From an optimization exercise on the open Yosys and OpenROAD flow, aimed at small area; shortcuts taken in it are not production practice.
Only simulation tests tie the RTL to the original design; equivalence was not proved.
In runs 4 to 7 the design's own scripts or RTL, not TritonCTS, make the clock network.
The flow treats the clock pin as an ideal source. Dropping or thinning the clock tree relies on that and would not hold on a real chip.
Power and IR drop assume default switching activity.

File: design/flow/config.mk
export PLATFORM = sky130hd
export DESIGN_NAME = main
export DESIGN_NICKNAME = main
export VERILOG_FILES = /design/flow/design.v
export SDC_FILE = /design/flow/constraint.sdc
export NUM_CORES = 4
export LEC_CHECK = 0
export CAP_MARGIN = 20
export CORE_MARGIN = 2
export CORE_UTILIZATION = 40
export PLACE_DENSITY = 0.6
export SLEW_MARGIN = 20
File: design/flow/constraint.sdc
create_clock -name core_clock -period 10.0 [get_ports {CLOCK}]
set_input_delay 2.0000 -clock core_clock [delete_from_list [all_inputs] [get_ports {CLOCK}]]
set_output_delay 2.0000 -clock core_clock [all_outputs]
set_load 0.01 [all_outputs]
File: design/flow/design.v
`timescale 1ns / 1ps
module main(
    input CLOCK,
    input rst,
    input [15:0] sw,
    input btnC, btnU, btnD, btnR, btnL,
    output [3:0] an,
    output [6:0] seg,
    output dp,
    output [15:0] led
    );
    assign dp = 1;
    reg [12:0] v;
    wire [12:0] vn = v + 1'b1;
    wire ft = &v[2:0];    
    wire bt = &v[4:0];    
    wire mt = &v[8:0];    
    wire st = &v[11:0];   
    wire xt = &v[12:0];   
    always @(posedge CLOCK)
        v <= rst ? 13'h1fff : vn;
    reg [4:0] q0, q1;
    always @(posedge CLOCK) begin
        if (rst) q0 <= 5'b0;
        else if (bt) q0 <= {btnL, btnR, btnD, btnU, btnC};
        if (bt) q1 <= q0;
    end
    wire [4:0] pul = q0 & ~q1;
    wire pC = pul[0], pU = pul[1], pD = pul[2], pR = pul[3], pL = pul[4];
    wire E = (sw == 16'h001f);
    reg seen;
    always @(posedge CLOCK)
        seen <= rst ? 1'b0 : (seen | E);
    wire a_done = E | seen;
    reg p;
    reg [1:0] l;
    wire LOA = ~(p & (l == 2'd0));
    reg [3:0] cnt;
    reg quar, rq;
    wire inc = st & (LOA ? quar : a_done);
    wire c15 = (cnt == 4'd15);
    wire dtick = LOA & (p ? ft : xt);
    always @(posedge CLOCK) begin
        if (rst) begin
            p <= 1'b1;
            l <= 2'd0;
        end else if (inc & c15 & ~LOA) begin
            p <= 1'b0;
        end else if (dtick) begin
            p <= p | (l == 2'd3);
            l <= (l == 2'd3) ? 2'd1 : l + 1'b1;
        end
    end
    always @(posedge CLOCK) begin
        if (rst) cnt <= 4'd0;
        else if (inc) cnt <= cnt + 1'b1;
        if (rst) quar <= 1'b0;
        else if (bt) quar <= ~rq & (quar | (LOA & pC));
        if (rst) rq <= 1'b0;
        else if (st) rq <= quar & (c15 | rq);
    end
    reg [1:0] ptr, j;
    reg t;
    always @(posedge CLOCK) begin
        if (rst) ptr <= 2'd0;
        else if (bt) begin
            if (rq) ptr <= 2'd0;
            else if (pR && ptr != 2'd0) ptr <= ptr - 1'b1;
            else if (pL && ptr != 2'd3) ptr <= ptr + 1'b1;
        end
        if (rst) t <= 1'b0;
        else if (mt) t <= ~(t & (ptr == j));
        if (mt) j <= ptr;
    end
    wire m = t & (ptr == j);
    reg [15:0] ch, sq, sn;
    genvar i;
    generate for (i = 0; i < 4; i = i + 1) begin : dg
        wire [3:0] c = ch[4*i +: 4];
        wire sel = (ptr == i);
        always @(posedge CLOCK) begin
            if (rst) ch[4*i +: 4] <= 4'd10;
            else if (bt) begin
                if (rq) ch[4*i +: 4] <= 4'd10;
                else if (c == 4'd11) ch[4*i +: 4] <= 4'd0;
                else if (sel & pU) ch[4*i +: 4] <= c + 1'b1;
                else if (sel & pD) ch[4*i +: 4] <= (c == 4'd0) ? 4'd10 : c - 1'b1;
            end
            if (bt & ~rq & (c != 4'd11))
                sq[4*i +: 4] <= (sel & m) ? 4'd11 : c;
            if (bt) sn[4*i +: 4] <= sq[4*i +: 4];
        end
    end endgenerate
    wire pass = (sq[15:12] == 4'd9) & (sq[11:8] == 4'd2) &
                (sq[7:4] == 4'd8) & (sq[3:0] == 4'd6);
    reg quartz, alldone;
    always @(posedge CLOCK) begin
        if (rst) begin
            quartz <= 1'b0;
            alldone <= 1'b0;
        end else if (bt) begin
            quartz <= quartz | (pass & pC);
            alldone <= alldone | quartz;
        end
    end
    reg [3:0] disp;
    wire [1:0] k = vn[4:3];
    always @(posedge CLOCK)
        if (ft) disp <= alldone ? {2'b11, k} : sn[4*k +: 4];
    reg [6:0] seg_e;
    always @(*) begin
        case (disp)
        4'd0:  seg_e = 7'b1000000;
        4'd1:  seg_e = 7'b1111001;
        4'd2:  seg_e = 7'b0100100;
        4'd3:  seg_e = 7'b0110000;
        4'd4:  seg_e = 7'b0011001;
        4'd5:  seg_e = 7'b0010010;
        4'd6:  seg_e = 7'b0000010;
        4'd7:  seg_e = 7'b1111000;
        4'd8:  seg_e = 7'b0000000;
        4'd9:  seg_e = 7'b0010000;
        4'd10: seg_e = 7'b0110110;
        4'd11: seg_e = 7'b1111111;
        4'd12: seg_e = 7'b0001000;
        4'd13: seg_e = 7'b0101111;
        4'd14: seg_e = 7'b1001111;
        default: seg_e = 7'b1010101;
        endcase
    end
    wire [3:0] an_e = ~(4'b0001 << v[4:3]);
    reg [3:0] an_d;
    reg [6:0] seg_d;
    always @(*) begin
        case (l)
        2'd0: begin an_d = 4'b0000; seg_d = 7'b1110110; end
        2'd1: begin an_d = 4'b1011; seg_d = 7'b1000111; end
        2'd2: begin an_d = 4'b1101; seg_d = 7'b1000000; end
        default: begin an_d = 4'b1110; seg_d = 7'b0001000; end
        endcase
    end
    wire showE = alldone | (LOA & (cnt != 4'd0));
    assign an = showE ? an_e : (a_done ? an_d : 4'hf);
    assign seg = showE ? seg_e : (a_done ? seg_d : 7'h7f);
    genvar b;
    generate for (b = 0; b < 16; b = b + 1) begin : lg
        assign led[b] = ~alldone & (cnt != 4'd0) & ({1'b0, cnt} <= 5'd15 - b);
    end endgenerate
endmodule
File: design/flow/run.sh
#!/bin/bash
# synth_recipe.tcl (not shown) runs the flow's synth.tcl, then flattens the netlist and writes it again
# the make line also repeats each setting of config.mk as NAME=value (left out here)
make -C /OpenROAD-flow-scripts/flow DESIGN_CONFIG=/design/flow/config.mk WORK_HOME=/design/flow/orfs CLKGATE_MAP_FILE= SYNTH_SCRIPT=/design/flow/synth_recipe.tcl finish
==> out/qor.csv, run 1 <==
metric,value,unit
run_status,timing/DRC/antenna clean,
ys_warn_count,1,
synth_top_area_share,25.5,%
finalSetupViolations,0,
worstPathRequired,8.00,ns
hold_class,flop to flop,
instances_no_fill,737,
io_pins,51,
setup_tns,0,ns
tritoncts,built,
clock_sinks,92,
chipWidth,116,um
finalCritPeriodShare,60.7,%
crit_buf_inv,2,
drt_iter0_drc,195,
antenna_cells,0,
netlist_instances,526,
clk_latency,0.34,ns
port_buffers,48,
synthTopCellsByArea,"edfxtp_1 (26%), dfxtp_1 (19%), ha_1 (7.9%), nor2_1 (3.2%), nand2_1 (3.1%)",
layout-drive-gt1-share,8.67,%
fin_skew,0.00921,ns
grt_max_degree,56,
synth-main-ff-cell,dfxtp_1,
antenna_found_initial,0,
synth_edf_count,43,
synth.avg_cell_area,9.62,um2
p_per_area,166,nW/um2
core_region_area,12500,um2
critPathMostFrequentCell,clkdlybuf4s50_1,
syn-num-nets,581,
fmax,165,MHz
globalplace.congestion,0.751,
synth_cell_types,60,
worst_pin_slew,0.668,ns
clockRootBuffer,clkbuf_16,
power_leakage,2.10,nW
worst-path-max-fanout,11,
post_cts_resized,0,
vdd.ir_drop.worst,0.0780,mV
overflow,0,
num_vias,3859,
placementRows,41,
grt_pass1_wl,17000,um
endpoint_kind,output port,
relSlewSlack,55.3,%
syn_to_final_growth,17.4,%
ctsHtreeMaxLevel,3,
finalMaxSlewViolations,0,
synth_area,5060,um2
path_class,primary input to output port,
synthArstFlopShare,0,%
initial_core_util,40.6,%
min_period,6.07,ns
hpwlAfterDp,7480,um
nNetsFinal,615,
final_common_cell,dfxtp_1,
cts_setup_buffers,0,
grt_pass1_vias,3581,
cp.arrival,4.07,ns
dieArea,13600,um2
rsz0062_at_grt,no,
route.detailed.drc,0,
crit_chain,clkdlybuf4s50_1 -> and4b_1 -> a41oi_2 -> nor2_1 -> a21oi_1 -> clkdlybuf4s50_1,
hold_viol_final,0,
cap_viol_max_count,0,
cts_hold_buffers,0,
wl,10300,um
synth_top_area_cell,edfxtp_1,
routedWlPerCell,14.0,um
layout_common_cells,"dfxtp_1 (49), clkdlybuf4s50_1 (47), nor2_1 (43), edfxtp_1 (43), nand2_1 (42)",
viasPerCell,5.24,
start_kind,primary input,
clock_path_buffers,2,
track_usage,15.6,%
finalCoreUtilization,47.6,%
crit_family,buffers and inverters,
slowest_delay,0.57,ns
clkSlewWorstSetupHoldPaths,0.07,ns
die_h,116,um
crit_slowest_cell,clkdlybuf4s50_1,
dpl.cell_count,721,
ys_ff_latch,92,
cts_buffers,9,
p_total,0.000987,W
dr.pass1.iters,4,
seq_area_frac_synth,44.9,%
antenna_left,0,
[per-stage QoR]
stage | hold WS [ns] | cell area [um2] | setup slack (ns)
2_1_floorplan | 0.388 | 5060 | 4.87
3_3_place_gp | 0.401 | 5650 | 3.66
3_5_place_dp | 0.408 | 5650 | 3.55
4_1_cts | 0.433 | 5930 | 3.53
5_1_grt | 0.456 | 5940 | 3.77
6_report | 0.427 | 5940 | 3.93
[synth_stat cells, types with 4 or more instances]
library cell and number:
a31oi_1 19, or3_1 6, o311ai_0 5, clkbuf_1 20
nor3b_1 5, nand2_1 42, nand4_1 8, ha_1 32
edfxtp_1 43, or2_2 8, nand2b_1 17, nand3b_1 4
inv_1 24, nand3_1 16, xor2_1 9, dfxtp_1 49
xnor2_1 7, o21ai_0 21, nor2_1 43, a31o_2 4
a21oi_1 29, and2_1 10, and3_1 7, o31ai_1 5
nor2b_1 7, a211oi_1 8, nor3_1 16, a21oi_2 4
mux2i_1 9
[path summary, 6_finish.rpt]
path | slack (ns) | depth (start not counted) | start | end
setup / recovery | 3.93 | 6 | sw[7] | an[2]
hold reg to reg | 0.43 | 1 | v[0] | v[0]
setup reg to reg | 7.81 | 4 | v[2] | disp[2]
hold / removal | 0.43 | 1 | v[0] | v[0]
[power breakdown]
group | switching (W) | internal, W
clock | 0.000143 | 0.000171
sequential | 0.0000343 | 0.000448
combinational | 0.000105 | 0.0000857
[flip-flops by register name, summed over array words and instances (netlist names)]
name,count
quartz,1
l,2
quar,1
seen,1
sq,16
q0,5
ch,16
rq,1
v,13
cnt,4
t,1
j,2
p,1
ptr,2
q1,5
alldone,1
disp,4
sn,16
[routing by layer]
layer  up-vias  global-route usage (%)  part of all wire, %
met1      1814                    21.0                   47
met2        66                    25.7                   48
met3        11                    2.91                  4.0
met5         -                       0                    0
met4         0                    4.92                  1.2
li1       1968                       -                    -
[final cells by class]
type                       count  area (um2)
fill                        1185        6530
tap                          172         215
clock inverter                 6        47.5
clock buffer                  10         229
multi-input combinational    383        2590
sequential                    92        2270
timing repair buffer          50         490
inverter                      24        90.1
[cell families (layout without fill, tap and decap cells)]
family                     Yosys count  in the layout  share of synthesized area [%]
and+or+nand+nor                    205            205                           21.8
other                                2              2                          0.148
xor gates and xnor gates            16             16                           2.77
buffers and inverters               51             90                           3.98
DFF                                 92             92                           44.9
AOI/OAI and AO/OA                  113            113                           14.9
muxes                               15             15                           3.56
adders and majority gates           32             32                           7.91
==> run 2: changes to the inputs <==
--- a/design/flow/config.mk
+++ b/design/flow/config.mk
@@ -9,4 +9,7 @@
 export CORE_MARGIN = 2
 export CORE_UTILIZATION = 40
+export CTS_BUF_LIST = sky130_fd_sc_hd__clkbuf_8
+export CTS_CLUSTER_DIAMETER = 200
+export CTS_CLUSTER_SIZE = 50
 export PLACE_DENSITY = 0.6
 export SLEW_MARGIN = 20
==> run 2 against run 1 <==
Effect of this change:
- setup slack gained 0.0013 ns
- synthesized cell count unchanged
- combinational power hardly changed
- sequential share of layout area increased by 0.66 points
- count of clock-buffer cells in the layout decreased by 1
- still clean
- clock skew is 0.0071 ns higher
- critical path type unchanged
- hold slack better by 0.0082 ns
- via count up 0.34%
- highest routed layer unchanged
- global-route usage barely moved
==> out/qor.csv, run 2 <==
metric,value,unit
cts_setup_buffers,0,
worstPathRequired,8.00,ns
synth_top_area_cell,edfxtp_1,
grt_pass1_vias,3582,
hp-start,v[0],
dieArea,13600,um2
synth_top_area_share,25.5,%
ctsHtreeMaxLevel,3,
netlist_instances,526,
start_kind,primary input,
synth-main-ff-cell,dfxtp_1,
yosysMostFrequentCell,dfxtp_1,
min_path_cells,1,
worst_pin_slew,0.669,ns
synth_area,5060,um2
fmax,165,MHz
power_leakage,2.06,nW
nNetsFinal,615,
antenna_cells,0,
globalplace.congestion,0.751,
viasPerCell,5.25,
finalCoreUtilization,46.8,%
chipWidth,116,um
pwr-share-seq,53.6,%
synth_cell_types,60,
rsz0062_at_grt,no,
ys_ff_latch,92,
ys_warn_count,1,
die_h,116,um
p_sw,0.000273,W
hold_viol_final,0,
p_sw_share,30.4,%
synthArstFlopShare,0,%
setup_slack,3.93,ns
drt_iter0_drc,236,
clk_latency,0.37,ns
hpwlAfterDp,7480,um
regToRegSetupSlack,7.81,ns
run_status,timing/DRC/antenna clean,
vdd.ir_drop.worst,0.0640,mV
dp_slack,3.55,ns
finalCritPeriodShare,60.7,%
finalSetupViolations,0,
routedWlPerCell,14.1,um
synth.avg_cell_area,9.62,um2
cap_viol_max_count,0,
core_region_area,12500,um2
port_buffers,48,
ys_top_cells_by_count,"dfxtp_1 (49), edfxtp_1 (43), nor2_1 (43)",
overflow,0,
post_cts_resized,0,
dr.pass1.iters,5,
relSlewSlack,55.2,%
hold_class,flop to flop,
dpl.cell_count,721,
crit-reg2reg-launch,v[2],
clkSlewWorstSetupHoldPaths,0.10,ns
grt_max_degree,56,
path_class,primary input to output port,
p_int,0.000625,W
syn-num-nets,581,
layout_common_cells,"dfxtp_1 (49), clkdlybuf4s50_1 (47), nor2_1 (43), edfxtp_1 (43), nand2_1 (42)",
cts_hold_buffers,0,
r2r_cells,4,
clock_sinks,92,
cp.arrival,4.07,ns
placementRows,41,
synthTopCellsByArea,"edfxtp_1 (26%), dfxtp_1 (19%), ha_1 (7.9%), nor2_1 (3.2%), nand2_1 (3.1%)",
worst-path-max-fanout,11,
p_per_area,154,nW/um2
clock_path_buffers,2,
seq_area_frac_synth,44.9,%
antenna_left,0,
io_pins,51,
final_common_cell,dfxtp_1,
clockRootBuffer,clkbuf_8,
antenna_found_initial,0,
wl,10400,um
route.detailed.drc,0,
initial_core_util,40.6,%
setup_tns,0,ns
fin_skew,0.0164,ns
synth_edf_count,43,
reg_top3,"ch: 16 flops, sn: 16 flops, sq: 16 flops",
instances_no_fill,737,
cts_buffers,9,
endpoint_kind,output port,
p_comb_share,21.3,%
syn_to_final_growth,15.4,%
layout-drive-gt1-share,8.67,%
hold_end,v[0],
finalMaxSlewViolations,0,
min_period,6.07,ns
power_frac_clock,25.1,%
num_vias,3872,
grt_pass1_wl,16900,um
track_usage,15.7,%
r2r_end,disp[2],
tritoncts,built,
==> run 2: cell count changes in the layout (fill, tap and decap cells not counted), sizes merged <==
cell,previous run,this run
clkbuf,10,9
inv,27,28
==> run 2: final cells by class <==
type                       count  area, um2
clock buffer                   9        124
inverter                      24       90.1
multi-input combinational    383       2590
clock inverter                 7       51.3
tap                          172        215
sequential                    92       2270
timing repair buffer          50        490
fill                        1198       6630
==> run 2: per-stage QoR <==
stage | hold WS, ns | cell area [um2] | power [W]
after detailed placement | 0.408 | 5650 | 0.000683
after global routing | 0.456 | 5840 | 0.000953
after floorplan | 0.388 | 5060 | 0.000632
after CTS | 0.439 | 5830 | 0.000909
final | 0.436 | 5840 | 0.000898
after global placement | 0.401 | 5650 | 0.000676
==> run 2: worst max-delay path: stages <==
cell             delay, ns
clkdlybuf4s50_1       0.44
and4b_1               0.20
a41oi_2               0.53
nor2_1                0.15
a21oi_1               0.18
clkdlybuf4s50_1       0.57
==> run 2: how the worst max path moves through the flow <==
stage / startpoint / endpoint / slack [ns] / cells past startpoint
CTS: sw[7] / an[2] / 3.53 / 6
finish: sw[7] / an[2] / 3.93 / 6
detailed placement: sw[7] / an[2] / 3.55 / 6
global route: sw[8] / seg[4] / 3.77 / 6
floorplan: sw[1] / seg[3] / 4.87 / 5
global placement: sw[7] / seg[3] / 3.66 / 6
==> run 2: layer usage <==
metal | share of wire (%) | routed length, um | track usage (%) | vias up
met5 | 0 | 0 | 0 | -
met4 | 1.6 | 167 | 5.87 | 0
met3 | 4.2 | 439 | 2.59 | 14
met2 | 47 | 4900 | 25.5 | 80
met1 | 47 | 4880 | 21.0 | 1816
li1 | - | - | - | 1962
==> run 2: power by group through the flow <==
| stage | clock, W | sequential, W | combinational [W] |
|---|---|---|---|
| after floorplan | 0 | 0.000477 | 0.000155 |
| after global placement | 0 | 0.000488 | 0.000188 |
| after detailed placement | 0 | 0.000490 | 0.000192 |
| after CTS | 0.000234 | 0.000482 | 0.000193 |
| after global routing | 0.000248 | 0.000488 | 0.000216 |
| final | 0.000226 | 0.000482 | 0.000191 |
==> run 2: kinds of logic (layout without fill, tap and decap cells) <==
| logic type | after synthesis | in the layout | share of synthesized area, % |
|---|---|---|---|
| AND/OR/NAND/NOR | 205 | 205 | 21.8 |
| AO/OA/AOI/OAI | 113 | 113 | 14.9 |
| multiplexers | 15 | 15 | 3.56 |
| adder cells (fa/ha/maj) | 32 | 32 | 7.91 |
| XOR/XNOR | 16 | 16 | 2.77 |
| buffers and inverters | 51 | 90 | 3.98 |
| flip-flops | 92 | 92 | 44.9 |
| other | 2 | 2 | 0.148 |
==> run 3: changes to the inputs <==
==> design/flow/flow/run.sh (new file) <==
#!/bin/bash
# Own layout flow: the standard synthesis, then the combinational logic
# between the (unchanged) registers is re-mapped by ABC for area, then the
# standard ORFS layout with port buffers of the smallest buffer and a small
# clock tree. Each tool's output goes to a log_*.txt file in the work folder.
set -euo pipefail
W=$(pwd)
F=$W/flow
R=$W/orfs/results/$FLOW_PLATFORM/main/base
LIB=$FLOW_HOME/platforms/$FLOW_PLATFORM/lib/sky130_fd_sc_hd__tt_025C_1v80.lib

# 1. standard synthesis
bash standard.sh synth > $W/log_synth.txt 2>&1
cp $R/1_2_yosys.v $W/std_synth.v

# 2. re-map the combinational logic
DU=$(make -s -C $FLOW_HOME DESIGN_CONFIG=$W/config.mk print-DONT_USE_CELLS 2>/dev/null | sed 's/^DONT_USE_CELLS: //')
DARGS=""
for c in $DU; do DARGS="$DARGS -dont_use $c"; done
FFS=$(grep -oE "sky130_fd_sc_hd__[a-z]*df[a-z]*_[0-9]+" $W/std_synth.v | sort -u | tr '\n' ' ')
cat > $W/resynth.ys <<EOS
read_liberty -ignore_miss_func $LIB
read_verilog $W/std_synth.v
hierarchy -top $FLOW_TOP
setattr -mod -set keep_hierarchy 1 $FFS
flatten
opt -purge
abc -liberty $LIB $DARGS -script $F/area.abc
opt -purge
splitnets
opt_clean -purge
hilomap -singleton -hicell sky130_fd_sc_hd__conb_1 HI -locell sky130_fd_sc_hd__conb_1 LO
insbuf -buf sky130_fd_sc_hd__buf_1 A X
opt_clean -purge
select $FLOW_TOP
write_verilog -noattr -noexpr -nohex -nodec -selected $W/resynth.v
select -clear
tee -o $W/resynth_stat.txt stat -liberty $LIB
EOS
yosys -l $W/log_resynth.txt -s $W/resynth.ys > /dev/null 2>&1
cp $W/resynth.v $R/1_2_yosys.v
rm -f $R/1_synth.odb $R/1_synth.sdc

# 3. layout
export BUFFER_PORTS_ARGS="-buffer_cell sky130_fd_sc_hd__buf_1"
export CTS_ARGS="-sink_clustering_enable -repair_clock_nets -buf_list sky130_fd_sc_hd__clkbuf_8 -sink_clustering_size 50 -sink_clustering_max_diameter 200 -dont_use_dummy_load"
bash standard.sh finish > $W/log_layout.txt 2>&1
==> design/flow/flow/area.abc (new file) <==
strash
ifraig
scorr
dc2
strash
&get -n
&st
&dch -f
&nf
&put
==> design/flow/standard.sh (new file) <==
#!/bin/bash
# synth_recipe.tcl (not shown) runs the flow's synth.tcl, then flattens the netlist and writes it again
# the make line also repeats each setting of config.mk as NAME=value (left out here)
make -C /OpenROAD-flow-scripts/flow DESIGN_CONFIG=/design/flow/config.mk WORK_HOME=/design/flow/orfs CLKGATE_MAP_FILE= SYNTH_SCRIPT=/design/flow/synth_recipe.tcl "${@:-finish}"
--- a/design/flow/config.mk
+++ b/design/flow/config.mk
@@ -9,7 +9,4 @@
 export CORE_MARGIN = 2
 export CORE_UTILIZATION = 40
-export CTS_BUF_LIST = sky130_fd_sc_hd__clkbuf_8
-export CTS_CLUSTER_DIAMETER = 200
-export CTS_CLUSTER_SIZE = 50
 export PLACE_DENSITY = 0.6
 export SLEW_MARGIN = 20
removed: design/flow/run.sh
==> run 3 against run 2 <==
Effect of this change:
- sequential cell count is the same
- sequential share of layout area grew 7.6 points
- largest power group unchanged
- global-route usage grew 0.55 points
- setup slack gained 0.35 ns
- critical path type unchanged
- register-to-register slack lost 0.83 ns
- critical path depth grew 1
- maximum frequency grew 6.2%
- clock skew shrank 0.0016 ns
- clock power shrank 16%
- still clean on timing, DRC and antenna
==> out/qor.csv, run 3 <==
metric,value,unit
cts_setup_buffers,0,
ctsHtreeMaxLevel,3,
grt_pass1_wl,15100,um
routedWlPerCell,13.4,um
post_cts_resized,0,
fin_skew,0.0147,ns
clock_sinks,92,
regToRegSetupSlack,6.98,ns
dp_slack,4.25,ns
layout_common_cells,"nor2_1 (62), dfxtp_1 (49), a21oi_1 (47), buf_1 (47), nand2_1 (46)",
crit_chain,buf_1 -> or4_1 -> nor4_1 -> nor2_1 -> nor3_1 -> a31oi_1 -> buf_1,
core_region_area,10800,um2
hold_class,flop to flop,
hpwlAfterDp,6460,um
final_common_cell,nor2_1,
rsz0062_at_grt,no,
reg_top3,"ch: 16 flops, sn: 16 flops, sq: 16 flops",
relSlewSlack,46.5,%
overflow,0,
syn-num-nets,501,
hold_viol_final,0,
start_kind,primary input,
netlist_instances,478,
globalplace.congestion,0.795,
tritoncts,built,
cts_buffers,9,
synth.avg_cell_area,9.19,um2
fmax,175,MHz
antenna_cells,0,
r2r_end,cnt[3],
crit_slowest_cell,or4_1,
finalMaxSlewViolations,0,
power_leakage,1.58,nW
hp-start,sq[13],
placementRows,38,
track_usage,16.2,%
dr.pass1.iters,5,
clockRootBuffer,clkbuf_8,
nFillCells,1036,
grt_max_degree,49,
ys_warn_count,1,
port_buffers,48,
cap_viol_max_count,0,
slowest_delay,0.50,ns
dpl_cell_area,4760,um2
layout-drive-gt1-share,2.24,%
path_class,primary input to output port,
vdd.ir_drop.worst,0.0813,mV
run_status,timing/DRC/antenna clean,
clock_path_buffers,2,
clk_latency,0.35,ns
nNetsFinal,560,
r2r_cells,7,
finalCritPeriodShare,57.1,%
synth_area,4390,um2
chipWidth,109,um
setup_tns,0,ns
worst_pin_slew,0.800,ns
syn_to_final_growth,11.1,%
setup_slack,4.29,ns
min_period,5.71,ns
clkSlewWorstSetupHoldPaths,0.08,ns
viasPerCell,5.40,
met3_usage,3.23,%
io_pins,51,
route.detailed.drc,0,
finalSetupViolations,0,
critPathMostFrequentCell,buf_1,
grt_use_met1,21.8,%
num_vias,3648,
endpoint_kind,output port,
die_h,109,um
worstPathRequired,8.00,ns
hold_end,sn[13],
dieArea,11800,um2
finalInstanceArea,4880,um2
p_per_area,160,nW/um2
worst-path-max-fanout,5,
initial_core_util,40.7,%
drt_iter0_drc,246,
wl,9060,um
grtUsageMet2,25.7,%
antenna_found_initial,0,
grt_busiest_layer,met2,
grt_pass1_vias,3237,
cp.arrival,3.71,ns
cts_hold_buffers,0,
antenna_left,0,
crit-reg2reg-launch,v[0],
min_path_cells,0,
run 3: area by class of cell:
| cell class | instances | area (um2) | share of cell area (%) |
|---|---|---|---|
| clock buffer | 9 | 124 | 2.54 |
| inverter | 12 | 45.0 | 0.923 |
| multi-input combinational | 372 | 2070 | 42.4 |
| sequential | 92 | 2270 | 46.6 |
| tap | 140 | 175 | 3.59 |
| timing repair buffer | 50 | 196 | 4.02 |
run 3: metal layers:
layer  vias to the layer above  wire length [um]  share of wire, %
li1                       1870                 -                 -
met1                      1682              4250                47
met2                        81              4280                47
met3                        15               388               4.3
met4                         0               139               1.5
met5                         -                 0                 0
run 3: power by group:
part	total (W)	leakage [nW]	switching, W	internal [W]
combinational	0.000128	0.754	0.0000799	0.0000480
sequential	0.000463	0.764	0.0000259	0.000437
clock	0.000190	0.0647	0.000110	0.0000807
total	0.000781	1.58	0.000215	0.000565
run 3: critical path: cells and delay by family:
kind,cells,cell delay [ns]
buffers and inverters,2,0.21
AOI/OAI and AO/OA,1,0.14
and+or+nand+nor,4,1.36
run 3: through the flow:
stage                     hold WS [ns]  total power, W  instances  utilization (%)
final                            0.426        0.000781        675             45.2
after global routing             0.453        0.000828        675             45.2
after CTS                        0.429        0.000792        675             45.2
after detailed placement         0.428        0.000599        666             44.1
after global placement           0.414        0.000595        666             44.1
after floorplan                  0.404        0.000561        478                -
run 3: worst max path at each step:
stage	start	end	slack, ns
3_5_place_dp	sw[11]	an[0]	4.25
4_1_cts	sw[11]	an[0]	4.25
3_3_place_gp	sw[11]	an[0]	4.35
6_report	sw[11]	an[0]	4.29
5_1_grt	sw[11]	an[0]	4.07
2_1_floorplan	sw[11]	an[0]	4.62
==> run 4: changes to the inputs <==
--- a/design/flow/design.v
+++ b/design/flow/design.v
@@ -74,24 +74,64 @@
     end
     wire m = t & (ptr == j);
+    localparam [3:0] C0 = 4'd0;
+    localparam [3:0] C1 = 4'd1;
+    localparam [3:0] C2 = 4'd2;
+    localparam [3:0] C3 = 4'd3;
+    localparam [3:0] C4 = 4'd4;
+    localparam [3:0] C5 = 4'd5;
+    localparam [3:0] C6 = 4'd6;
+    localparam [3:0] C7 = 4'd7;
+    localparam [3:0] C8 = 4'd8;
+    localparam [3:0] C9 = 4'd9;
+    localparam [3:0] CB = 4'd10;
+    localparam [3:0] CE = 4'd11;
+    function [3:0] up(input [3:0] c);
+        reg [15:0] oh;
+        begin
+            oh = 16'd1 << c;
+            up[0] = |(oh & 16'h0555);
+            up[1] = |(oh & 16'h0666);
+            up[2] = |(oh & 16'h0078);
+            up[3] = |(oh & 16'h0780);
+        end
+    endfunction
+    function [3:0] dn(input [3:0] c);
+        reg [15:0] oh;
+        begin
+            oh = 16'd1 << c;
+            dn[0] = |(oh & 16'h0554);
+            dn[1] = |(oh & 16'h0199);
+            dn[2] = |(oh & 16'h01e0);
+            dn[3] = |(oh & 16'h0601);
+        end
+    endfunction
+    function [3:0] letter(input [1:0] k);
+        case (k)
+        2'd0: letter = 4'd12;
+        2'd1: letter = 4'd13;
+        2'd2: letter = 4'd14;
+        2'd3: letter = 4'd15;
+        endcase
+    endfunction
     reg [15:0] ch, sq, sn;
+    wire [3:0] csel = ch[4*ptr +: 4];
+    wire [3:0] cup = up(csel), cdn = dn(csel);
+    wire pud = pU | pD;
+    wire [3:0] nsel = pU ? cup : cdn;
     genvar i;
     generate for (i = 0; i < 4; i = i + 1) begin : dg
         wire [3:0] c = ch[4*i +: 4];
         wire sel = (ptr == i);
+        wire ce = (c == CE);
         always @(posedge CLOCK) begin
-            if (rst) ch[4*i +: 4] <= 4'd10;
-            else if (bt) begin
-                if (rq) ch[4*i +: 4] <= 4'd10;
-                else if (c == 4'd11) ch[4*i +: 4] <= 4'd0;
-                else if (sel & pU) ch[4*i +: 4] <= c + 1'b1;
-                else if (sel & pD) ch[4*i +: 4] <= (c == 4'd0) ? 4'd10 : c - 1'b1;
-            end
-            if (bt & ~rq & (c != 4'd11))
-                sq[4*i +: 4] <= (sel & m) ? 4'd11 : c;
+            if (rst | (bt & rq)) ch[4*i +: 4] <= CB;
+            else if (bt & (ce | (sel & pud))) ch[4*i +: 4] <= (sel & pud) ? nsel : C0;
+            if (bt & ~rq & ~ce)
+                sq[4*i +: 4] <= (sel & m) ? CE : c;
             if (bt) sn[4*i +: 4] <= sq[4*i +: 4];
         end
     end endgenerate
-    wire pass = (sq[15:12] == 4'd9) & (sq[11:8] == 4'd2) &
-                (sq[7:4] == 4'd8) & (sq[3:0] == 4'd6);
+    wire pass = (sq[15:12] == C9) & (sq[11:8] == C2) &
+                (sq[7:4] == C8) & (sq[3:0] == C6);
     reg quartz, alldone;
     always @(posedge CLOCK) begin
@@ -106,27 +146,16 @@
     reg [3:0] disp;
     wire [1:0] k = vn[4:3];
+    wire [3:0] lk = letter(k);
     always @(posedge CLOCK)
-        if (ft) disp <= alldone ? {2'b11, k} : sn[4*k +: 4];
-    reg [6:0] seg_e;
-    always @(*) begin
-        case (disp)
-        4'd0:  seg_e = 7'b1000000;
-        4'd1:  seg_e = 7'b1111001;
-        4'd2:  seg_e = 7'b0100100;
-        4'd3:  seg_e = 7'b0110000;
-        4'd4:  seg_e = 7'b0011001;
-        4'd5:  seg_e = 7'b0010010;
-        4'd6:  seg_e = 7'b0000010;
-        4'd7:  seg_e = 7'b1111000;
-        4'd8:  seg_e = 7'b0000000;
-        4'd9:  seg_e = 7'b0010000;
-        4'd10: seg_e = 7'b0110110;
-        4'd11: seg_e = 7'b1111111;
-        4'd12: seg_e = 7'b0001000;
-        4'd13: seg_e = 7'b0101111;
-        4'd14: seg_e = 7'b1001111;
-        default: seg_e = 7'b1010101;
-        endcase
-    end
+        if (ft) disp <= alldone ? lk : sn[4*k +: 4];
+    wire [15:0] dsel = 16'd1 << disp;
+    wire [6:0] seg_e;
+    assign seg_e[0] = |(dsel & 16'he812);
+    assign seg_e[1] = |(dsel & 16'h6c60);
+    assign seg_e[2] = |(dsel & 16'hec04);
+    assign seg_e[3] = |(dsel & 16'h7892);
+    assign seg_e[4] = |(dsel & 16'h8eba);
+    assign seg_e[5] = |(dsel & 16'h2c8e);
+    assign seg_e[6] = |(dsel & 16'hc883);
     wire [3:0] an_e = ~(4'b0001 << v[4:3]);
     reg [3:0] an_d;
--- a/design/flow/flow/run.sh
+++ b/design/flow/flow/run.sh
@@ -44,4 +44,8 @@
 # 3. layout
 export BUFFER_PORTS_ARGS="-buffer_cell sky130_fd_sc_hd__buf_1"
-export CTS_ARGS="-sink_clustering_enable -repair_clock_nets -buf_list sky130_fd_sc_hd__clkbuf_8 -sink_clustering_size 50 -sink_clustering_max_diameter 200 -dont_use_dummy_load"
+bash standard.sh place > $W/log_place.txt 2>&1
+# own clock tree in place of ORFS's CTS step
+R=$R OUTDIR=$R LIB=$LIB CLKPORT=CLOCK CLK_K=4 CLK_SLEW_TARGET=0.105 \
+  CLKBUFS="sky130_fd_sc_hd__buf_8 sky130_fd_sc_hd__buf_12 sky130_fd_sc_hd__buf_16" \
+  openroad -no_init -exit $F/cts.tcl > $W/log_cts.txt 2>&1
 bash standard.sh finish > $W/log_layout.txt 2>&1
==> design/flow/flow/area.abc (replaced) <==
strash
&get -n
&st
&deepsyn -T 20 -S 7
&dch -f
&nf -R 1000 -p
&put
==> design/flow/flow/cts.tcl (new file) <==
set R $::env(R)
read_liberty $::env(LIB)
read_db $R/3_place.odb
read_sdc $R/3_place.sdc
source $::env(FLOW_HOME)/platforms/sky130hd/setRC.tcl
set K $::env(CLK_K)
set block [ord::get_db_block]
set clk [$block findNet $::env(CLKPORT)]
set master [[ord::get_db] findMaster [lindex $::env(CLKBUFS) 0]]
set sinks {}
foreach it [$clk getITerms] {
  set bb [[$it getInst] getBBox]
  lappend sinks [list $it [expr {([$bb xMin] + [$bb xMax]) / 2.0}] [expr {([$bb yMin] + [$bb yMax]) / 2.0}]]
}
set n [llength $sinks]
# initial centres: sinks spread along x order
set sorted [lsort -real -index 1 $sinks]
set cx {}; set cy {}
for {set k 0} {$k < $K} {incr k} {
  set s [lindex $sorted [expr {int(($k + 0.5) * $n / $K)}]]
  lappend cx [lindex $s 1]; lappend cy [lindex $s 2]
}
set cap [expr {int(ceil(double($n) / $K)) + 2}]
for {set iter 0} {$iter < 50} {incr iter} {
  # balanced assignment: each sink to its nearest centre with room left
  set cnt [lrepeat $K 0]
  set asg {}
  set order {}
  foreach s $sinks {
    set best 1e30
    for {set k 0} {$k < $K} {incr k} {
      set d [expr {abs([lindex $s 1] - [lindex $cx $k]) + abs([lindex $s 2] - [lindex $cy $k])}]
      if {$d < $best} {set best $d}
    }
    lappend order [list $s $best]
  }
  foreach e [lsort -real -index 1 $order] {
    set s [lindex $e 0]
    set bk -1; set best 1e30
    for {set k 0} {$k < $K} {incr k} {
      if {[lindex $cnt $k] >= $cap} continue
      set d [expr {abs([lindex $s 1] - [lindex $cx $k]) + abs([lindex $s 2] - [lindex $cy $k])}]
      if {$d < $best} {set best $d; set bk $k}
    }
    lset cnt $bk [expr {[lindex $cnt $bk] + 1}]
    lappend asg [list $s $bk]
  }
  set nx [lrepeat $K 0.0]; set ny [lrepeat $K 0.0]
  foreach a $asg {
    set k [lindex $a 1]; set s [lindex $a 0]
    lset nx $k [expr {[lindex $nx $k] + [lindex $s 1]}]
    lset ny $k [expr {[lindex $ny $k] + [lindex $s 2]}]
  }
  for {set k 0} {$k < $K} {incr k} {
    if {[lindex $cnt $k] > 0} {
      lset cx $k [expr {[lindex $nx $k] / [lindex $cnt $k]}]
      lset cy $k [expr {[lindex $ny $k] / [lindex $cnt $k]}]
    }
  }
}
for {set k 0} {$k < $K} {incr k} {
  set b [odb::dbInst_create $block $master clkbuf_$k]
  set nn [odb::dbNet_create $block clknet_$k]
  $nn setSigType CLOCK
  [$b findITerm A] connect $clk
  [$b findITerm X] connect $nn
  $b setLocation [expr {int([lindex $cx $k])}] [expr {int([lindex $cy $k])}]
  $b setPlacementStatus PLACED
  set bufs($k) $b; set nets($k) $nn
}
foreach a $asg {
  set it [lindex [lindex $a 0] 0]
  $it disconnect
  $it connect $nets([lindex $a 1])
}
puts "clock sinks: $n in $K clusters of at most $cap"
detailed_placement
set_propagated_clock [all_clocks]
# upsize each cluster's buffer until its flip-flops' clock slew is under target
set sizes $::env(CLKBUFS)
set target $::env(CLK_SLEW_TARGET)
for {set k 0} {$k < $K} {incr k} { set lvl($k) 0 }
for {set pass 0} {$pass < [llength $sizes]} {incr pass} {
  estimate_parasitics -placement
  set changed 0
  for {set k 0} {$k < $K} {incr k} {
    set w 0
    foreach it [$nets($k) getITerms] {
      if {[$it isOutputSignal]} continue
      set p [get_pins -of_objects [get_cells [[$it getInst] getName]] -filter "direction == input"]
      set pin [get_pins "[[$it getInst] getName]/[[$it getMTerm] getName]"]
      set s [get_property $pin slew_max]
      if {$s > $w} {set w $s}
    }
    puts "cluster $k buffer [[$bufs($k) getMaster] getName] worst slew $w"
    if {$w > $target && $lvl($k) + 1 < [llength $sizes]} {
      incr lvl($k)
      replace_cell [$bufs($k) getName] [lindex $sizes $lvl($k)]
      set changed 1
    }
  }
  if {!$changed} break
}
detailed_placement
check_placement -verbose
estimate_parasitics -placement
report_clock_skew
set worst 0
foreach p [get_pins -hierarchical */CLK] { set s [get_property $p slew_max]; if {$s > $worst} {set worst $s} }
puts "WORST CLK SLEW $worst"
report_worst_slack -max
report_worst_slack -min
if {[info exists ::env(OUTDIR)]} {
  write_db $::env(OUTDIR)/4_1_cts.odb
  write_sdc $::env(OUTDIR)/4_cts.sdc
}
==> run 4 against run 3 <==
Effect of this change:
- still clean on timing, DRC and antenna
- register-to-register slack worse by 0.71 ns
- hold slack better by 0.018 ns
- clock power is 18% lower
- sequential power is 3% higher
- critical path depth is 2 higher
- core utilization is 0.44 points higher
- setup slack worse by 0.25 ns
- sequential cell count stayed put
- cell count is 12% lower
- clock skew is 0.0063 ns lower
- via count is 11% lower
- maximum frequency is 4.1% lower
- largest cell class unchanged
- largest power group unchanged
- highest routed layer unchanged
==> out/qor.csv, run 4 <==
metric,value,unit
run_status,timing/DRC/antenna clean,
dieArea,10900,um2
viasPerCell,5.43,
crit_family,simple AND/OR/NAND/NOR gates,
reg_top3,"ch: 16 flops, sn: 16 flops, sq: 16 flops",
num_vias,3229,
fin_skew,0.00842,ns
route.detailed.drc,0,
crit_buf_inv,2,
worst_pin_slew,0.956,ns
fmax,168,MHz
ys_warn_count,1,
cap_viol_max_count,0,
chipWidth,105,um
layout-drive-gt1-share,1.30,%
track_usage,14.4,%
r2r_end,cnt[3],
p_per_area,178,nW/um2
antenna_found_initial,0,
dpl.cell_count,591,
nNetsFinal,487,
slowest_delay,0.51,ns
finalCritPeriodShare,59.6,%
finalMaxSlewViolations,0,
endpoint_kind,output port,
wl,8140,um
hp-start,v[0],
crit-reg2reg-launch,v[0],
crit_chain,buf_1 -> or4_1 -> nor2_1 -> a31oi_1 -> or3_1 -> nor2b_1 -> and2_0 -> a211oi_1 -> buf_1,
io_pins,51,
vdd.ir_drop.worst,0.0974,mV
antenna_cells,0,
netlist_instances,410,
initial_core_util,41.2,%
finalCoreUtilization,45.7,%
finalSetupViolations,0,
hpwlAfterDp,6130,um
regToRegSetupSlack,6.27,ns
setup_tns,0,ns
drt_iter0_drc,126,
hold_class,flop to flop,
synth_area,4050,um2
syn_to_final_growth,10.7,%
crit_slowest_cell,or4_1,
overflow,0,
min_period,5.96,ns
cp.arrival,3.96,ns
dr.pass1.iters,4,
p_total,0.000797,W
worstPathRequired,8.00,ns
rsz0062_at_grt,no,
die_h,105,um
relSlewSlack,36.0,%
clk_latency,0.13,ns
r2r_cells,12,
dp_slack,4.06,ns
routedWlPerCell,13.7,um
layout_common_cells,"nor2_1 (55), dfxtp_1 (49), buf_1 (48)",
hold_end,v[0],
syn-num-nets,433,
grt_max_degree,33,
crit_cells,9,
grt_pass1_wl,13500,um
port_buffers,48,
core_region_area,9820,um2
globalplace.congestion,0.843,
setup_slack,4.04,ns
final_common_cell,nor2_1,
worst-path-max-fanout,6,
synth.avg_cell_area,9.88,um2
placementRows,36,
antenna_left,0,
grt_pass1_vias,2954,
clkSlewWorstSetupHoldPaths,0.09,ns
start_kind,primary input,
power_leakage,1.47,nW
min_path_cells,1,
critPathMostFrequentCell,buf_1,
path_class,primary input to output port,
instances_no_fill,595,
hold_viol_final,0,
## run 4: through the flow
| stage | cell area (um2) | hold slack, ns |
|---|---|---|
| 2_1_floorplan | 4050 | 0.404 |
| 3_3_place_gp | 4400 | 0.417 |
| 3_5_place_dp | 4400 | 0.422 |
| 5_1_grt | 4480 | 0.476 |
| 6_report | 4480 | 0.444 |
## run 4: layout make-up
class / instances / area, um2
fill: 985 / 5340
sequential: 92 / 2270
multi-input combinational: 307 / 1740
timing repair buffer: 50 / 195
tap: 133 / 166
buffer: 4 / 80.1
inverter: 9 / 33.8
## run 4: worst reg2reg max path: stages, from the launching register on
cell	delay (ns)
dfxtp_1	0.39
and3_1	0.43
nand3_1	0.40
clkinv_1	0.14
and3_1	0.21
and2_0	0.19
and2_0	0.49
nand4_1	0.36
a311o_1	0.46
nor2b_1	0.20
and3_1	0.23
o21bai_1	0.07
a21oi_1	0.12
## run 4: layer usage
layer	track usage (%)	share of wire [%]	vias to the layer above
met5	0	0	-
met4	3.33	2.8	0
met3	0.811	2.8	16
met2	26.5	48	65
met1	18.6	47	1512
li1	-	-	1636
## run 4: report_power, final
group	total, W	leakage [nW]	switching [W]	internal, W
Combinational	0.000164	0.676	0.000106	0.0000586
Sequential	0.000477	0.761	0.0000305	0.000446
Clock	0.000156	0.0376	0.0000908	0.0000651
## run 4: how the worst max path moves through the flow
stage / from / endpoint / slack, ns
global placement: sw[12] / an[0] / 4.15
detailed placement: sw[12] / an[0] / 4.06
finish: sw[12] / an[0] / 4.04
floorplan: sw[12] / an[0] / 4.43
global route: sw[12] / an[0] / 3.95
==> run 5: changes to the inputs <==
--- a/design/flow/design.v
+++ b/design/flow/design.v
@@ -74,16 +74,16 @@
     end
     wire m = t & (ptr == j);
-    localparam [3:0] C0 = 4'd0;
-    localparam [3:0] C1 = 4'd1;
-    localparam [3:0] C2 = 4'd2;
-    localparam [3:0] C3 = 4'd3;
-    localparam [3:0] C4 = 4'd4;
-    localparam [3:0] C5 = 4'd5;
-    localparam [3:0] C6 = 4'd6;
-    localparam [3:0] C7 = 4'd7;
-    localparam [3:0] C8 = 4'd8;
-    localparam [3:0] C9 = 4'd9;
-    localparam [3:0] CB = 4'd10;
-    localparam [3:0] CE = 4'd11;
+    localparam [3:0] C0 = 4'd2;
+    localparam [3:0] C1 = 4'd3;
+    localparam [3:0] C2 = 4'd4;
+    localparam [3:0] C3 = 4'd5;
+    localparam [3:0] C4 = 4'd6;
+    localparam [3:0] C5 = 4'd7;
+    localparam [3:0] C6 = 4'd8;
+    localparam [3:0] C7 = 4'd9;
+    localparam [3:0] C8 = 4'd10;
+    localparam [3:0] C9 = 4'd11;
+    localparam [3:0] CB = 4'd0;
+    localparam [3:0] CE = 4'd1;
     function [3:0] up(input [3:0] c);
         reg [15:0] oh;
@@ -100,8 +100,8 @@
         begin
             oh = 16'd1 << c;
-            dn[0] = |(oh & 16'h0554);
-            dn[1] = |(oh & 16'h0199);
+            dn[0] = |(oh & 16'h0551);
+            dn[1] = |(oh & 16'h099b);
             dn[2] = |(oh & 16'h01e0);
-            dn[3] = |(oh & 16'h0601);
+            dn[3] = |(oh & 16'h0e01);
         end
     endfunction
@@ -151,11 +151,11 @@
     wire [15:0] dsel = 16'd1 << disp;
     wire [6:0] seg_e;
-    assign seg_e[0] = |(dsel & 16'he812);
-    assign seg_e[1] = |(dsel & 16'h6c60);
-    assign seg_e[2] = |(dsel & 16'hec04);
-    assign seg_e[3] = |(dsel & 16'h7892);
-    assign seg_e[4] = |(dsel & 16'h8eba);
-    assign seg_e[5] = |(dsel & 16'h2c8e);
-    assign seg_e[6] = |(dsel & 16'hc883);
+    assign seg_e[0] = |(dsel & 16'he04a);
+    assign seg_e[1] = |(dsel & 16'h6183);
+    assign seg_e[2] = |(dsel & 16'he013);
+    assign seg_e[3] = |(dsel & 16'h724a);
+    assign seg_e[4] = |(dsel & 16'h8aeb);
+    assign seg_e[5] = |(dsel & 16'h223b);
+    assign seg_e[6] = |(dsel & 16'hc20e);
     wire [3:0] an_e = ~(4'b0001 << v[4:3]);
     reg [3:0] an_d;
--- a/design/flow/flow/run.sh
+++ b/design/flow/flow/run.sh
@@ -38,5 +38,19 @@
 tee -o $W/resynth_stat.txt stat -liberty $LIB
 EOS
-yosys -l $W/log_resynth.txt -s $W/resynth.ys > /dev/null 2>&1
+# deepsyn is a randomised search: run it with four seeds, keep the smallest
+for S in 1 2 3 7; do
+  sed -e "s/@SEED@/$S/" $F/area.abc > $W/area_$S.abc
+  sed -e "s#$F/area.abc#$W/area_$S.abc#; s#$W/resynth.v#$W/resynth_$S.v#; s#$W/resynth_stat.txt#$W/resynth_stat_$S.txt#" $W/resynth.ys > $W/resynth_$S.ys
+  yosys -l $W/log_resynth_$S.txt -s $W/resynth_$S.ys > /dev/null 2>&1 &
+done
+wait
+best=""; besta=""
+for S in 1 2 3 7; do
+  a=$(grep "Chip area for top module" $W/resynth_stat_$S.txt | grep -oE "[0-9.]+$" || true)
+  echo "seed $S area $a" >> $W/log_resynth_pick.txt
+  if [[ -n "$a" ]] && { [[ -z "$besta" ]] || awk "BEGIN{exit !($a < $besta)}"; }; then best=$S; besta=$a; fi
+done
+echo "picked seed $best area $besta" >> $W/log_resynth_pick.txt
+cp $W/resynth_$best.v $W/resynth.v
 cp $W/resynth.v $R/1_2_yosys.v
 rm -f $R/1_synth.odb $R/1_synth.sdc
==> design/flow/flow/area.abc (replaced) <==
strash
&get -n
&st
&deepsyn -T 30 -S @SEED@
&dch -f
&nf -R 1000 -p
&put
==> run 5 against run 4 <==
Effect of this change:
- critical endpoint is now seg[0]
- wire length rose by 1.2%
- largest power group unchanged
- cell area fell by 1.1%
- largest cell class unchanged
- sequential power rose by 2%
- cell count fell by 0.67%
- critical path depth fell by 1
- still clean
- power fell by 0.38%
==> out/qor.csv, run 5 <==
metric,value,unit
relSlewSlack,40.7,%
globalplace.congestion,0.839,
synth_area,4010,um2
io_pins,51,
clkSlewWorstSetupHoldPaths,0.10,ns
regToRegSetupSlack,6.54,ns
critPathLaunch,sw[8],
syn-num-nets,429,
chipWidth,104,um
nNetsFinal,483,
crit_buf_inv,2,
vdd.ir_drop.worst,0.0920,mV
viasPerCell,5.36,
routedWlPerCell,13.9,um
r2r_end,cnt[3],
dr.pass1.iters,4,
hold_class,flop to flop,
finalCritPeriodShare,58.0,%
finalMaxSlewViolations,0,
layout_common_cells,"nor2_1 (67), dfxtp_1 (49), buf_1 (48)",
cap_viol_max_count,0,
worst-path-max-fanout,4,
worst_pin_slew,0.877,ns
placementRows,36,
fin_skew,0.00368,ns
nFillCells,979,
finalSetupViolations,0,
instances_no_fill,591,
antenna_left,0,
synth.avg_cell_area,9.87,um2
rsz0062_at_grt,no,
endpoint,seg[0],
port_buffers,48,
finalCoreUtilization,45.6,%
critPathMostFrequentCell,buf_1,
ys_warn_count,1,
crit_family,simple AND/OR/NAND/NOR gates,
grt_pass1_wl,13700,um
reg_top3,"ch: 16 flops, sn: 16 flops, sq: 16 flops",
drt_iter0_drc,124,
num_vias,3168,
seq_area,2270,um2
clk_latency,0.13,ns
power_leakage,1.55,nW
crit_cells,8,
layout-drive-gt1-share,1.31,%
min_period,5.80,ns
start_kind,primary input,
initial_core_util,41.2,%
route.detailed.drc,0,
dpl.cell_count,587,
endpoint_kind,output port,
p_per_area,179,nW/um2
grt_max_degree,37,
overflow,0,
fmax,172,MHz
antenna_found_initial,0,
grt_pass1_vias,2921,
wl,8240,um
die_h,104,um
worstPathRequired,8.00,ns
track_usage,14.7,%
hpwlAfterDp,6120,um
core_region_area,9730,um2
slowest_delay,0.50,ns
run_status,timing/DRC/antenna clean,
setup_tns,0,ns
dieArea,10800,um2
multi_input_area,1670,um2
r2r_cells,11,
cp.arrival,3.80,ns
antenna_cells,0,
final_common_cell,nor2_1,
hold_viol_final,0,
crit_chain,buf_1 -> or4_1 -> nor4_1 -> a31oi_1 -> or3_1 -> nor2_1 -> nor3_1 -> buf_1,
crit-reg2reg-launch,v[0],
netlist_instances,406,
path_class,primary input to output port,
crit_slowest_cell,or4_1,
syn_to_final_growth,10.7,%
==> run 5: power breakdown <==
group / switching (W) / internal [W]
Combinational: 0.000102 / 0.0000566
Clock: 0.0000908 / 0.0000603
Sequential: 0.0000324 / 0.000453
Total: 0.000225 / 0.000570
==> run 5: worst min path at each step <==
stage                     from    to  slack [ns]  cells past startpoint
after global routing      v[0]  v[0]        0.46                      1
after detailed placement  v[0]  v[0]        0.43                      1
after global placement    v[0]  v[0]        0.41                      1
final                     v[0]  v[0]        0.44                      1
after floorplan           v[0]  v[0]        0.40                      1
==> run 5: layout make-up <==
cell class	instances	share of cell area, %
buffer	4	1.69
inverter	15	1.27
multi-input combinational	297	37.7
sequential	92	51.2
tap	133	3.75
timing repair buffer	50	4.40
==> run 5: metrics by stage <==
stage / worst slack, ns / cell area, um2 / hold WS, ns / power, W
floorplan: 4.55 / 4010 / 0.404 / 0.000602
global placement: 4.28 / 4360 / 0.414 / 0.000645
detailed placement: 4.19 / 4360 / 0.426 / 0.000650
global route: 3.96 / 4440 / 0.459 / 0.000834
finish: 4.20 / 4440 / 0.444 / 0.000794
==> run 5: metal layers <==
layer  track usage, %  up-vias  wire (um)  part of all wire [%]
met5                0        -          0                     0
met4             2.32        0        119                   1.4
met3            0.877       11        286                   3.5
met2             27.1       63       4060                    49
met1             19.4     1489       3770                    46
li1                 -     1605          -                     -
==> run 6: changes to the inputs <==
--- a/design/flow/design.v
+++ b/design/flow/design.v
@@ -114,19 +114,35 @@
         endcase
     endfunction
-    reg [15:0] ch, sq, sn;
-    wire [3:0] csel = ch[4*ptr +: 4];
+    reg [15:0] chd, sn;
+    reg pdU, pdD, pdRq, pdM;
+    reg [1:0] pdPtr;
+    always @(posedge CLOCK) begin
+        if (rst) begin
+            pdU <= 1'b0;
+            pdD <= 1'b0;
+            pdRq <= 1'b0;
+            pdM <= 1'b0;
+        end else if (bt) begin
+            pdU <= pU;
+            pdD <= pD;
+            pdRq <= rq;
+            pdM <= m;
+        end
+        if (bt) pdPtr <= ptr;
+    end
+    wire [3:0] csel = chd[4*pdPtr +: 4];
     wire [3:0] cup = up(csel), cdn = dn(csel);
-    wire pud = pU | pD;
-    wire [3:0] nsel = pU ? cup : cdn;
+    wire pud = pdU | pdD;
+    wire [3:0] nsel = pdU ? cup : cdn;
+    wire [15:0] sq;
     genvar i;
     generate for (i = 0; i < 4; i = i + 1) begin : dg
-        wire [3:0] c = ch[4*i +: 4];
-        wire sel = (ptr == i);
+        wire [3:0] c = chd[4*i +: 4];
+        wire sel = (pdPtr == i);
         wire ce = (c == CE);
+        assign sq[4*i +: 4] = (pdRq | ce) ? sn[4*i +: 4] : ((sel & pdM) ? CE : c);
         always @(posedge CLOCK) begin
-            if (rst | (bt & rq)) ch[4*i +: 4] <= CB;
-            else if (bt & (ce | (sel & pud))) ch[4*i +: 4] <= (sel & pud) ? nsel : C0;
-            if (bt & ~rq & ~ce)
-                sq[4*i +: 4] <= (sel & m) ? CE : c;
+            if (rst | (bt & pdRq)) chd[4*i +: 4] <= CB;
+            else if (bt & (ce | (sel & pud))) chd[4*i +: 4] <= (sel & pud) ? nsel : C0;
             if (bt) sn[4*i +: 4] <= sq[4*i +: 4];
         end
==> run 6 against run 5 <==
Effect of this change:
- cell area decreased by 4.9%
- global-route usage increased by 1.4 points
- core utilization increased by 0.058 points
- maximum frequency increased by 4.6%
- clock skew is 0.0065 ns higher
- largest cell class unchanged
==> out/qor.csv, run 6 <==
metric,value,unit
syn-num-nets,422,
finalSetupViolations,0,
nFillCells,920,
antenna_found_initial,0,
crit_slowest_cell,or3_1,
clkSlewWorstSetupHoldPaths,0.09,ns
die_h,101,um
syn_to_final_growth,11.2,%
wl,8450,um
port_buffers,48,
track_usage,16.1,%
route.detailed.drc,0,
fin_skew,0.0102,ns
dieArea,10300,um2
rsz0062_at_grt,no,
crit-reg2reg-launch,v[0],
antenna_cells,0,
io_pins,51,
antenna_left,0,
start_kind,primary input,
ys_warn_count,1,
grt_pass1_wl,13800,um
layout_common_cells,"dfxtp_1 (53), buf_1 (48), nor2_1 (42)",
grt_busiest_layer,met2,
overflow,0,
fmax,180,MHz
instances_no_fill,580,
synth.avg_cell_area,9.51,um2
path_class,primary input to output port,
hp-start,v[0],
run_status,timing/DRC/antenna clean,
clk_latency,0.13,ns
setup_tns,0,ns
min_period,5.55,ns
hold_class,flop to flop,
nNetsFinal,476,
p_per_area,183,nW/um2
initial_core_util,41.1,%
r2r_end,cnt[3],
cap_viol_max_count,0,
hold_end,v[0],
grt_max_degree,39,
globalplace.congestion,0.837,
vdd.ir_drop.worst,0.0990,mV
routedWlPerCell,14.6,um
power_leakage,1.47,nW
hold_viol_final,0,
relSlewSlack,48.1,%
worstPathRequired,8.00,ns
layout-drive-gt1-share,1.33,%
hpwlAfterDp,6200,um
crit_buf_inv,2,
met3_usage,0.621,%
endpoint_kind,output port,
placementRows,35,
viasPerCell,5.57,
final_common_cell,dfxtp_1,
grtUsageMet2,28.4,%
worst_pin_slew,0.774,ns
crit_family,simple AND/OR/NAND/NOR gates,
drt_iter0_drc,176,
r2r_cells,11,
finalCritPeriodShare,55.5,%
dpl.cell_count,576,
grt_pass1_vias,2857,
reg_top3,"chd: 16 flops, sn: 16 flops, v: 13 flops",
worst-path-max-fanout,6,
grt_use_met1,22.8,%
num_vias,3228,
netlist_instances,399,
regToRegSetupSlack,6.79,ns
chipWidth,101,um
dr.pass1.iters,5,
crit_chain,buf_1 -> nand4b_1 -> nor4_1 -> a31oi_1 -> or3_1 -> nor3_1 -> a31oi_1 -> buf_1,
core_region_area,9240,um2
min_path_cells,1,
synth_area,3790,um2
slowest_delay,0.44,ns
finalMaxSlewViolations,0,
cp.arrival,3.55,ns
==> run 6: layout make-up <==
| cell class | count | area (um2) | share of cell area, % |
|---|---|---|---|
| Inverter | 16 | 60.1 | 1.42 |
| Tap cell | 129 | 161 | 3.83 |
| Buffer | 4 | 75.1 | 1.78 |
| Sequential cell | 82 | 1930 | 45.8 |
| Timing Repair Buffer | 50 | 195 | 4.63 |
| Multi-Input combinational cell | 299 | 1800 | 42.6 |
==> run 6: worst reg2reg max path: cells and delay by family, from the launching register on <==
kind | cells | cell delay (ns)
simple gates | 8 | 1.99
flops | 1 | 0.39
buf+inv | 1 | 0.13
compound gates | 1 | 0.44
xor+xnor | 1 | 0.15
==> run 6: how the worst max path moves through the flow <==
stage	startpoint	end	slack, ns	cells after the start
2_1_floorplan	sw[8]	an[0]	4.80	6
3_3_place_gp	sw[8]	an[0]	4.54	8
3_5_place_dp	sw[7]	an[0]	4.46	8
5_1_grt	sw[7]	an[0]	4.26	8
6_report	sw[7]	an[3]	4.45	8
==> run 6: layer usage <==
metal / wire length, um / part of all wire (%)
met1: 3910 / 46
met2: 4130 / 49
met3: 323 / 3.8
met4: 89 / 1.1
met5: 0 / 0
==> run 6: power by group <==
part           switching (W)  total [W]  internal [W]
Clock              0.0000810   0.000141     0.0000603
Sequential         0.0000411   0.000446      0.000405
Combinational       0.000111   0.000183     0.0000726
Total               0.000233   0.000771      0.000538
==> run 6: metrics by stage <==
step | utilization (%) | power [W] | hold WS [ns] | worst slack (ns) | cell area [um2]
after floorplan | - | 0.000582 | 0.403 | 4.80 | 3790
after global placement | 44.8 | 0.000632 | 0.419 | 4.54 | 4140
after detailed placement | 44.8 | 0.000637 | 0.427 | 4.46 | 4140
after global routing | 45.7 | 0.000817 | 0.493 | 4.26 | 4220
final | 45.7 | 0.000771 | 0.448 | 4.45 | 4220
==> run 7: changes to the inputs <==
--- a/design/flow/design.v
+++ b/design/flow/design.v
@@ -136,4 +136,5 @@
     wire [3:0] nsel = pdU ? cup : cdn;
     wire [15:0] sq;
+    wire [3:0] pd;    
     genvar i;
     generate for (i = 0; i < 4; i = i + 1) begin : dg
@@ -141,5 +142,8 @@
         wire sel = (pdPtr == i);
         wire ce = (c == CE);
-        assign sq[4*i +: 4] = (pdRq | ce) ? sn[4*i +: 4] : ((sel & pdM) ? CE : c);
+        wire hold = pdRq | ce;
+        wire [3:0] pc = (i == 0) ? C6 : (i == 1) ? C8 : (i == 2) ? C2 : C9;
+        assign sq[4*i +: 4] = hold ? sn[4*i +: 4] : ((sel & pdM) ? CE : c);
+        assign pd[i] = hold ? (sn[4*i +: 4] == pc) : (~(sel & pdM) & (c == pc));
         always @(posedge CLOCK) begin
             if (rst | (bt & pdRq)) chd[4*i +: 4] <= CB;
@@ -148,6 +152,5 @@
         end
     end endgenerate
-    wire pass = (sq[15:12] == C9) & (sq[11:8] == C2) &
-                (sq[7:4] == C8) & (sq[3:0] == C6);
+    wire pass = &pd;
     reg quartz, alldone;
     always @(posedge CLOCK) begin
--- a/design/flow/config.mk
+++ b/design/flow/config.mk
@@ -8,5 +8,5 @@
 export CAP_MARGIN = 20
 export CORE_MARGIN = 2
-export CORE_UTILIZATION = 40
-export PLACE_DENSITY = 0.6
+export CORE_UTILIZATION = 70
+export PLACE_DENSITY = 0.9
 export SLEW_MARGIN = 20
==> run 7 against run 6 <==
Effect of this change:
- still clean
- area after synthesis up 0.20%
- cell area down 1.9%
- sequential share of layout area up 0.87 points
- hold slack better by 0.020 ns
- via count up 2.7%
- register-to-register slack worse by 0.81 ns
- critical endpoint is now an[0]
- largest power group unchanged
==> out/qor.csv, run 7 <==
metric,value,unit
run_status,timing/DRC/antenna clean,
setup_slack,4.21,ns
dr.pass1.iters,5,
clkSlewWorstSetupHoldPaths,0.10,ns
worstPathRequired,8.00,ns
finalMaxSlewViolations,0,
pwr-share-seq,57.2,%
power_leakage,1.44,nW
p_sw_share,33.4,%
worst-path-max-fanout,5,
endpoint_kind,output port,
min_period,5.79,ns
rsz0062_at_grt,no,
cp.arrival,3.79,ns
p_sw,0.000287,W
track_usage,27.3,%
grt_pass1_wl,13800,um
num_vias,3316,
finalSetupViolations,0,
crit_slowest_cell,nor4b_1,
p_per_area,208,nW/um2
critPathMostFrequentCell,buf_1,
netlist_instances,413,
power_frac_clock,15.6,%
synth.avg_cell_area,9.21,um2
antenna_left,0,
relSlewSlack,51.8,%
cap_viol_max_count,0,
viasPerCell,6.21,
hold_class,flop to flop,
antenna_found_initial,0,
syn_to_final_growth,8.88,%
chipWidth,77.7,um
antenna_cells,0,
finalCritPeriodShare,57.9,%
p_int,0.000574,W
drt_iter0_drc,188,
fmax,173,MHz
fin_skew,0.0109,ns
placementRows,26,
clk_latency,0.13,ns
regToRegSetupSlack,5.98,ns
syn-num-nets,436,
p_comb_share,27.1,%
wl,8190,um
overflow,0,
globalplace.congestion,0.884,
start_kind,primary input,
worst_pin_slew,0.716,ns
path_class,primary input to output port,
crit_chain,buf_1 -> nor4b_1 -> nand2_1 -> nor4_1 -> a41oi_1 -> nand2b_1 -> nor2b_1 -> and2_0 -> a211oi_1 -> buf_1,
die_h,77.7,um
setup_tns,0,ns
layout_common_cells,"dfxtp_1 (53), nor2_1 (50), buf_1 (48)",
layout-drive-gt1-share,1.08,%
instances_no_fill,534,
slowest_delay,0.32,ns
core_region_area,5170,um2
hpwlAfterDp,6040,um
synth_area,3800,um2
dieArea,6040,um2
io_pins,51,
ys_warn_count,1,
nNetsFinal,489,
final_common_cell,dfxtp_1,
route.detailed.drc,0,
grt_pass1_vias,3128,
port_buffers,48,
dp_slack,4.22,ns
dpl.cell_count,530,
reg_top3,"chd: 16 flops, sn: 16 flops, v: 13 flops",
hold_viol_final,0,
vdd.ir_drop.worst,0.173,mV
initial_core_util,73.5,%
grt_max_degree,32,
routedWlPerCell,15.3,um
[run 7: routing by layer]
layer / wire length (um) / share of wire, % / track usage [%]
met2: 4280 / 52 / 50.7
met5: 0 / 0 / 0
met3: 472 / 5.8 / 1.98
met4: 96 / 1.2 / 6.25
met1: 3350 / 41 / 34.6
[run 7: path summary, 6_finish.rpt]
path / from / end / cells after the start
max: sw[15] / an[0] / 10
min: v[0] / v[0] / 1
max reg2reg: v[0] / cnt[3] / 12
min reg2reg: v[0] / v[0] / 1
[run 7: critical path: cells and delay by family]
family,cells,cell delay [ns]
and+or+nand+nor,6,1.30
buffers and inverters,2,0.21
AOI/OAI and AO/OA,2,0.27
[run 7: through the flow]
stage          hold WS, ns  instance area [um2]  util [%]  total power [W]
6_report             0.469                 4140      80.0         0.000861
3_3_place_gp         0.415                 4070      78.7         0.000710
2_1_floorplan        0.403                 3800         -         0.000654
5_1_grt              0.501                 4140      80.0         0.000911
3_5_place_dp         0.443                 4070      78.7         0.000726
[run 7: power by group through the flow]
stage / registers [W] / clock network [W] / logic (W)
after global routing: 0.000501 / 0.000146 / 0.000264
after floorplan: 0.000476 / 0 / 0.000178
final: 0.000493 / 0.000135 / 0.000234
after global placement: 0.000490 / 0 / 0.000220
after detailed placement: 0.000497 / 0 / 0.000229
[run 7: area by class of cell]
cell class,count,area (um2)
plain buffers,4,70.1
fillers,353,1030
inverters,16,60.1
multi-input cells,313,1800
flip-flops and latches,82,1930
well taps,70,87.6
repair buffers,49,188

[port drivers added, routing unchanged]
The flow's constraints put no driver on any port. The routed layouts listed below were extracted and timed again, unchanged, in two steps.
Step 1: set_driving_cell puts a clkbuf_16 on CLOCK and a buf_2 on each other input, an assumption about the parent block.
Step 2, shift: input delay + t, output delay - t, t = (earliest + latest rising clock arrival at the registers) / 2. This alone moves slack from input paths to output paths.
a / b / c = no drivers / after step 1 / after step 2; a / b = the first two.
run | shift t [ns] | setup slack, ns | worst hold slack (ns) | worst register clock-pin slew, ns | cell pins on the clock port's net
run 1 | 0.367 | 3.930 / 3.897 / 3.897 | 0.427 / 0.427 / 0.427 | 0.07 / 0.07 | 1
run 2 | 0.393 | 3.932 / 3.898 / 3.898 | 0.436 / 0.436 / 0.436 | 0.10 / 0.10 | 1
run 3 | 0.375 | 4.286 / 4.266 / 4.266 | 0.426 / 0.426 / 0.426 | 0.08 / 0.08 | 1
run 4 | 0.211 | 4.038 / 4.018 / 4.018 | 0.444 / 0.444 / 0.444 | 0.09 / 0.09 | 4
run 5 | 0.207 | 4.197 / 4.176 / 4.176 | 0.444 / 0.444 / 0.444 | 0.10 / 0.10 | 4
run 6 | 0.204 | 4.453 / 4.429 / 4.429 | 0.448 / 0.448 / 0.448 | 0.09 / 0.10 | 4
run 7 | 0.199 | 4.211 / 4.191 / 4.191 | 0.469 / 0.469 / 0.469 | 0.10 / 0.10 | 4
After both steps every run listed still meets setup and hold. For run 2, which loses most, drivers alone change the setup slack by -0.034 ns; drivers and shift together by -0.034 ns.
